What follows belongs to an exercise in optimizing a design on an open flow for small area and a short achievable clock period; a production flow would make more cautious choices. RTL that was checked went through simulation tests only; none was proved equivalent to the original.

TR:
## KGP_RISC
module KGP_RISC(
        input clock,
        input rst,
        output [7:0] imem_addr,
        input [31:0] imem_data,
        output [7:0] dmem_addr,
        output [31:0] dmem_wdata,
        output dmem_we,
        input [31:0] dmem_rdata,
        output [15:0] r
    );
Settings: LEC_CHECK=0, ABC_AREA=1, CAP_MARGIN=20, CORE_MARGIN=2, CORE_UTILIZATION=40, SLEW_MARGIN=20; clock period 22.0 ns.
standard.sh (not shown) runs the stock make flow with config.mk's settings and CLKGATE_MAP_FILE= SYNTH_SCRIPT=/design/flow/synth_recipe.tcl, a recipe that flattens the netlist after the stock synthesis.
==> flow/flow/run.sh <==
#!/bin/bash
# Standard ORFS layout (the standard.sh), with repair_timing asked to
# leave a setup margin so that it keeps improving paths well below the
# (loose) clock period. The SDC and the clock period are unchanged.
set -euo pipefail
export SETUP_SLACK_MARGIN=14
bash standard.sh synth > synth.log 2>&1
bash standard.sh finish > layout.log 2>&1
Setup changes, TR to MS
==> flow/run.sh (new file) <==
#!/bin/bash
# synth_recipe.tcl (not shown) runs the flow's synth.tcl, then flattens the netlist and writes it again
# the make line also repeats each setting of config.mk as NAME=value (left out here)
make -C /OpenROAD-flow-scripts/flow DESIGN_CONFIG=/design/flow/config.mk WORK_HOME=/design/flow/orfs CLKGATE_MAP_FILE= SYNTH_SCRIPT=/design/flow/synth_recipe.tcl finish
removed: flow/flow/run.sh
removed: flow/standard.sh
### Flow results
- MS completed every stage of the flow, and the final layout passed the timing, design-rule and antenna checks.
- There was hardly any difference in multi-input combinational cell count between MS and TR.
- On total vias in the final route, TR and MS are basically level.
- Lower required time of the critical path goes to MS over TR.
- Summary of MS over TR: number of nets at the end of the flow saw little to no change; wire length now smaller.
No functional check of the RTL was part of any run of this note.


v28:
Another version of the RTL of KGP_RISC (not shown whole).
Size in the first run: roughly 6800 cells after synthesis, about 1100 flip-flops, ~130 I/O pins, roughly 0.066 mm² of cells after synthesis.
export LEC_CHECK = 0
export ABC_AREA = 1
export CAP_MARGIN = 20
export CORE_MARGIN = 2
export CORE_UTILIZATION = 40
export SLEW_MARGIN = 20
create_clock -name core_clock -period 22.0 [get_ports {clock}]
==> flow/flow/run.sh <==
#!/bin/bash
# Standard ORFS layout (the standard.sh), with repair_timing asked to
# leave a setup margin so that it keeps improving paths well below the
# (loose) clock period. The SDC and the clock period are unchanged.
set -euo pipefail
export SETUP_SLACK_MARGIN=15.5
bash standard.sh synth > synth.log 2>&1
bash standard.sh finish > layout.log 2>&1
Setup changes, v28 to v11
Settings: CTS_BUF_LIST: unset -> sky130_fd_sc_hd__clkbuf_8; CORE_UTILIZATION: 40 -> 50.
==> flow/run.sh (new file) <==
#!/bin/bash
# synth_recipe.tcl (not shown) runs the flow's synth.tcl, then flattens the netlist and writes it again
# the make line also repeats each setting of config.mk as NAME=value (left out here)
make -C /OpenROAD-flow-scripts/flow DESIGN_CONFIG=/design/flow/config.mk WORK_HOME=/design/flow/orfs CLKGATE_MAP_FILE= SYNTH_SCRIPT=/design/flow/synth_recipe.tcl finish
removed: flow/flow/run.sh
removed: flow/standard.sh
--- outcome ---
Of the two values seen for capture point of the worst path, dmem_addr[7] was produced by v28 and rf[601]$_DFFE_PP_ by v11.
Measured against each other, v28 and v11 differ in length of routed wiring on met1, the lower figure coming from v11.
From v28 to v11 the numbers moved as follows: buffering overhead went down by 4.5 points, post-CTS setup buffer count decreased by 182 relative to the old numbers.
Compared with v28, v11 shows number of global-route vias before repair that has gone down by a few percent.
Between v11 and v28, it is v11 whose worst setup slack is lower, by 2.08 ns.
Relative to v28, the count of inverters other than clock inverters in the layout of v11 is lower by 7.
The lower critical path depth came out of v28.
Higher post-CTS clock slew at the launch and capture registers of the worst setup and hold paths goes to v28 over v11.
The post-synthesis to final-layout area growth number comes out higher for v28 vs v11.
Relative to v11, the following input files were edited for v46:
Settings: a deleted CTS_BUF_LIST that had been sky130_fd_sc_hd__clkbuf_8; a change of CORE_UTILIZATION from 50 to 40.
==> flow/flow/run.sh (new file) <==
#!/bin/bash
# Standard ORFS layout (the standard.sh) with three changes to how the
# layout is made; the SDC, the clock period and the synthesis are unchanged:
# - repair_timing is asked to leave a setup margin, so that it keeps
#   improving paths well below the (loose) clock period;
# - every port still gets a buffer, but a plain buf_2 rather than the delay
#   cell buffer_ports picks by default;
# - clock tree: larger sink clusters and no dummy loads.
set -euo pipefail
export SETUP_SLACK_MARGIN=15.5
export BUFFER_PORTS_ARGS="-buffer_cell sky130_fd_sc_hd__buf_2"
export CTS_ARGS="-sink_clustering_enable -repair_clock_nets -dont_use_dummy_load -sink_clustering_size 24 -sink_clustering_max_diameter 80"
bash standard.sh synth > synth.log 2>&1
bash standard.sh finish > layout.log 2>&1
==> flow/standard.sh (new file) <==
#!/bin/bash
# synth_recipe.tcl (not shown) runs the flow's synth.tcl, then flattens the netlist and writes it again
# the make line also repeats each setting of config.mk as NAME=value (left out here)
make -C /OpenROAD-flow-scripts/flow DESIGN_CONFIG=/design/flow/config.mk WORK_HOME=/design/flow/orfs CLKGATE_MAP_FILE= SYNTH_SCRIPT=/design/flow/synth_recipe.tcl "${@:-finish}"
removed: flow/run.sh
[summary]
- Of v46 and v11, the higher total length of routed met3 wires belongs to v46.
- Looking at global-route usage, v46 sits 8.2 points below v11.
- When v46 is set beside v11, its final layout net count turns out to be 170 larger.
No run of this note included a check of the RTL's function; only the layout flow was run.


Another version of the RTL of KGP_RISC (not shown whole).
Size in the first run: roughly 6800 cells after synthesis, about 1100 flip-flops.
Settings: LEC_CHECK=0, ABC_AREA=1, CAP_MARGIN=20, CORE_MARGIN=2, CORE_UTILIZATION=40, SLEW_MARGIN=20, TNS_END_PERCENT=5; clock period 22.0 ns.
==> flow/flow/run.sh <==
#!/bin/bash
# Standard ORFS layout (the standard.sh) with these changes to how the
# layout is made; the SDC, the clock period and the synthesis are unchanged:
# - repair_timing is asked to leave a setup margin, so that it keeps
#   improving paths well below the (loose) clock period;
# - every port still gets a buffer, but a plain buf_2 rather than the delay
#   cell buffer_ports picks by default;
# - clock tree: larger sink clusters and no dummy loads.
set -euo pipefail
export SETUP_SLACK_MARGIN=15.2
export BUFFER_PORTS_ARGS="-buffer_cell sky130_fd_sc_hd__buf_2"
export CTS_ARGS="-sink_clustering_enable -repair_clock_nets -dont_use_dummy_load -sink_clustering_size 24 -sink_clustering_max_diameter 80"
bash standard.sh synth > synth.log 2>&1
bash standard.sh finish > layout.log 2>&1
The starting point ran to the end with violations: capacitance limit, slew limit.
Change:
--- a/flow/flow/run.sh
+++ b/flow/flow/run.sh
@@ -1,3 +1,3 @@
 #!/bin/bash
-# Standard ORFS layout (the standard.sh) with these changes to how the
+# Standard ORFS layout (the standard.sh) with three changes to how the
 # layout is made; the SDC, the clock period and the synthesis are unchanged:
@@ -9,3 +9,3 @@
 set -euo pipefail
-export SETUP_SLACK_MARGIN=15.2
+export SETUP_SLACK_MARGIN=16
 export BUFFER_PORTS_ARGS="-buffer_cell sky130_fd_sc_hd__buf_2"
The changed run completed without violations; critical path depth climbs by 1; area after synthesis is unchanged; wire length climbs by 2.8%; fmax climbs by 5.8%; clock-buffer cell count drops by 7; non-clock buffer count climbs by 57.


Setup of job 3788:
Another version of the RTL of KGP_RISC (not shown whole).
Size: ~6,800 cells after synthesis, roughly 130 I/O pins.
Settings: LEC_CHECK=0, ABC_AREA=1, CAP_MARGIN=20, CORE_MARGIN=2, CORE_UTILIZATION=40, SLEW_MARGIN=20, TNS_END_PERCENT=5; clock period 22.0 ns.
==> flow/flow/run.sh <==
#!/bin/bash
# Standard ORFS layout (the standard.sh) with these changes to how the
# layout is made; the SDC, the clock period and the synthesis are unchanged:
# - repair_timing is asked to leave a setup margin, so that it keeps
#   improving paths well below the (loose) clock period;
# - every port still gets a buffer, but a plain buf_2 rather than the delay
#   cell buffer_ports picks by default;
# - clock tree: larger sink clusters and no dummy loads;
# - no gate cloning in repair_timing (clones late in the flow can overload
#   the net that drives them, after the last repair_design).
set -euo pipefail
export SETUP_SLACK_MARGIN=15.4
export BUFFER_PORTS_ARGS="-buffer_cell sky130_fd_sc_hd__buf_2"
export SKIP_GATE_CLONING=1
export CTS_ARGS="-sink_clustering_enable -repair_clock_nets -dont_use_dummy_load -sink_clustering_size 30 -sink_clustering_max_diameter 100"
bash standard.sh synth > synth.log 2>&1
bash standard.sh finish > layout.log 2>&1
Input changes introduced in job 2518 (baseline for comparison: job 3788):
==> flow/flow/run.sh <==
#!/bin/bash
# Standard ORFS layout (the standard.sh) with these changes to how the
# layout is made; the SDC, the clock period and the synthesis are unchanged:
# - repair_timing is asked to leave a setup margin, so that it keeps
#   improving paths well below the (loose) clock period;
# - every port still gets a buffer, but a plain buf_2 rather than the delay
#   cell buffer_ports picks by default;
# - clock tree: larger sink clusters and no dummy loads.
set -euo pipefail
export SETUP_SLACK_MARGIN=16
export BUFFER_PORTS_ARGS="-buffer_cell sky130_fd_sc_hd__buf_2"
export CTS_ARGS="-sink_clustering_enable -repair_clock_nets -dont_use_dummy_load -sink_clustering_size 24 -sink_clustering_max_diameter 80"
bash standard.sh synth > synth.log 2>&1
bash standard.sh finish > layout.log 2>&1
Findings:
Layout checks on job 2518: not met. Flow itself completed; violations: max-capacitance violations, max-slew violations.
Job 2518 — non-clock buffer count about 12% higher, job 3788 as reference
Worst reg-to-reg path cell count ended up 5 lower on job 2518 than on job 3788.
Higher number of max-cap violations was reported by job 2518, not job 3788.
The more densely filled core belongs to job 2518, not job 3788.
Relative to job 3788, antenna diode count has decreased by 2 in job 2518.
Taking job 3788 as the reference, in job 2518 count of inverters not on the clock network in the layout now sits higher, clock period minus worst slack up 0.068 ns, routed length on met2 grew by about 1%.
Setup changes, job 2518 to job 3844
--- a/flow/flow/run.sh
+++ b/flow/flow/run.sh
@@ -7,6 +7,9 @@
 #   cell buffer_ports picks by default;
-# - clock tree: larger sink clusters and no dummy loads.
+# - clock tree: larger sink clusters and no dummy loads;
+# - no gate cloning in repair_timing (clones late in the flow can overload
+#   the net that drives them, after the last repair_design).
 set -euo pipefail
-export SETUP_SLACK_MARGIN=16
+export SETUP_SLACK_MARGIN=15.4
 export BUFFER_PORTS_ARGS="-buffer_cell sky130_fd_sc_hd__buf_2"
+export SKIP_GATE_CLONING=1
 export CTS_ARGS="-sink_clustering_enable -repair_clock_nets -dont_use_dummy_load -sink_clustering_size 24 -sink_clustering_max_diameter 80"
--- outcome ---
Of job 2518 and job 3844, just one finished clean: job 3844. Area fraction of clock buffers and clock inverters essentially unchanged between job 3844 and job 2518. Looking at met1 wire length, job 3844 sits 2.8% below job 2518. Per the comparison of job 3844 with job 2518, number of nets with antenna violations after routing held steady, met2 wire length went down 0.48%, via count went down, number of max-slew violations in the final report has decreased, worst setup slack rose by 0.064 ns.
diff inputs: job 3844 => job 2683
--- a/flow/flow/run.sh
+++ b/flow/flow/run.sh
@@ -11,3 +11,3 @@
 set -euo pipefail
-export SETUP_SLACK_MARGIN=15.4
+export SETUP_SLACK_MARGIN=16
 export BUFFER_PORTS_ARGS="-buffer_cell sky130_fd_sc_hd__buf_2"
- Compared with job 3844, job 2683 shows a worst setup slack that is 0.10 ns higher.
- Job 2683 completed; timing, DRC and antenna clean
- Job 2683 vs. job 3844: highest cell delay on the worst timing path went down by 0.12 ns.

[static timing again, ports no longer ideal]
The flow's constraints put no driver on any port. The routed layouts listed below were extracted and timed again, unchanged, in two steps.
Step 1: set_driving_cell puts a clkbuf_16 on clock and a buf_2 on each other input, an assumption about the parent block.
Step 2 adds t to the input delays and takes it off the output delays; t is the mean of the earliest and latest rising clock arrival at the registers after step 1. Input paths then give back, and output paths get back, about the clock's delay inside the block.
Slacks: ideal ports / drivers / drivers and shift; pairs: ideal ports / drivers.
run | t (ns) | slack for setup (ns) | hold slack, ns | worst register clock-pin slew, ns | worst slew at a driven data input, ns
TR | 0.828 | 14.054 / 14.015 / 13.222 | 0.477 / 0.477 / 0.477 | 0.07 / 0.07 | 0.15
MS | 0.835 | 13.207 / 13.207 / 12.528 | 0.478 / 0.478 / 0.478 | 0.07 / 0.07 | 0.16
v28 | 0.844 | 15.020 / 14.946 / 14.565 | 0.549 / 0.549 / 0.549 | 0.09 / 0.09 | 0.15
v11 | 1.014 | 12.938 / 12.938 / 12.106 | 0.520 / 0.520 / 0.520 | 0.07 / 0.07 | 0.12
v46 | 0.754 | 14.854 / 14.776 / 14.436 | 0.530 / 0.530 / 0.530 | 0.10 / 0.10 | 0.35
the first run of note 3 | 0.769 | 14.712 / 14.768 / 13.999 | 0.529 / 0.529 / 0.529 | 0.10 / 0.10 | 0.08
the second run of note 3 | 0.761 | 15.113 / 15.126 / 14.365 | 0.479 / 0.479 / 0.479 | 0.10 / 0.10 | 0.10
job 3788 | 0.785 | 15.038 / 15.075 / 14.290 | 0.549 / 0.549 / 0.549 | 0.12 / 0.12 | 0.12
job 2518 | 0.793 | 14.971 / 14.911 / 14.117 | 0.548 / 0.548 / 0.548 | 0.10 / 0.10 | 0.31
job 3844 | 0.778 | 15.035 / 15.094 / 14.316 | 0.559 / 0.559 / 0.559 | 0.10 / 0.10 | 0.11
job 2683 | 0.785 | 15.135 / 15.089 / 14.304 | 0.548 / 0.548 / 0.548 | 0.10 / 0.10 | 0.17
For job 2518, which loses most, drivers alone change the setup slack by -0.060 ns; drivers and shift together by -0.854 ns.
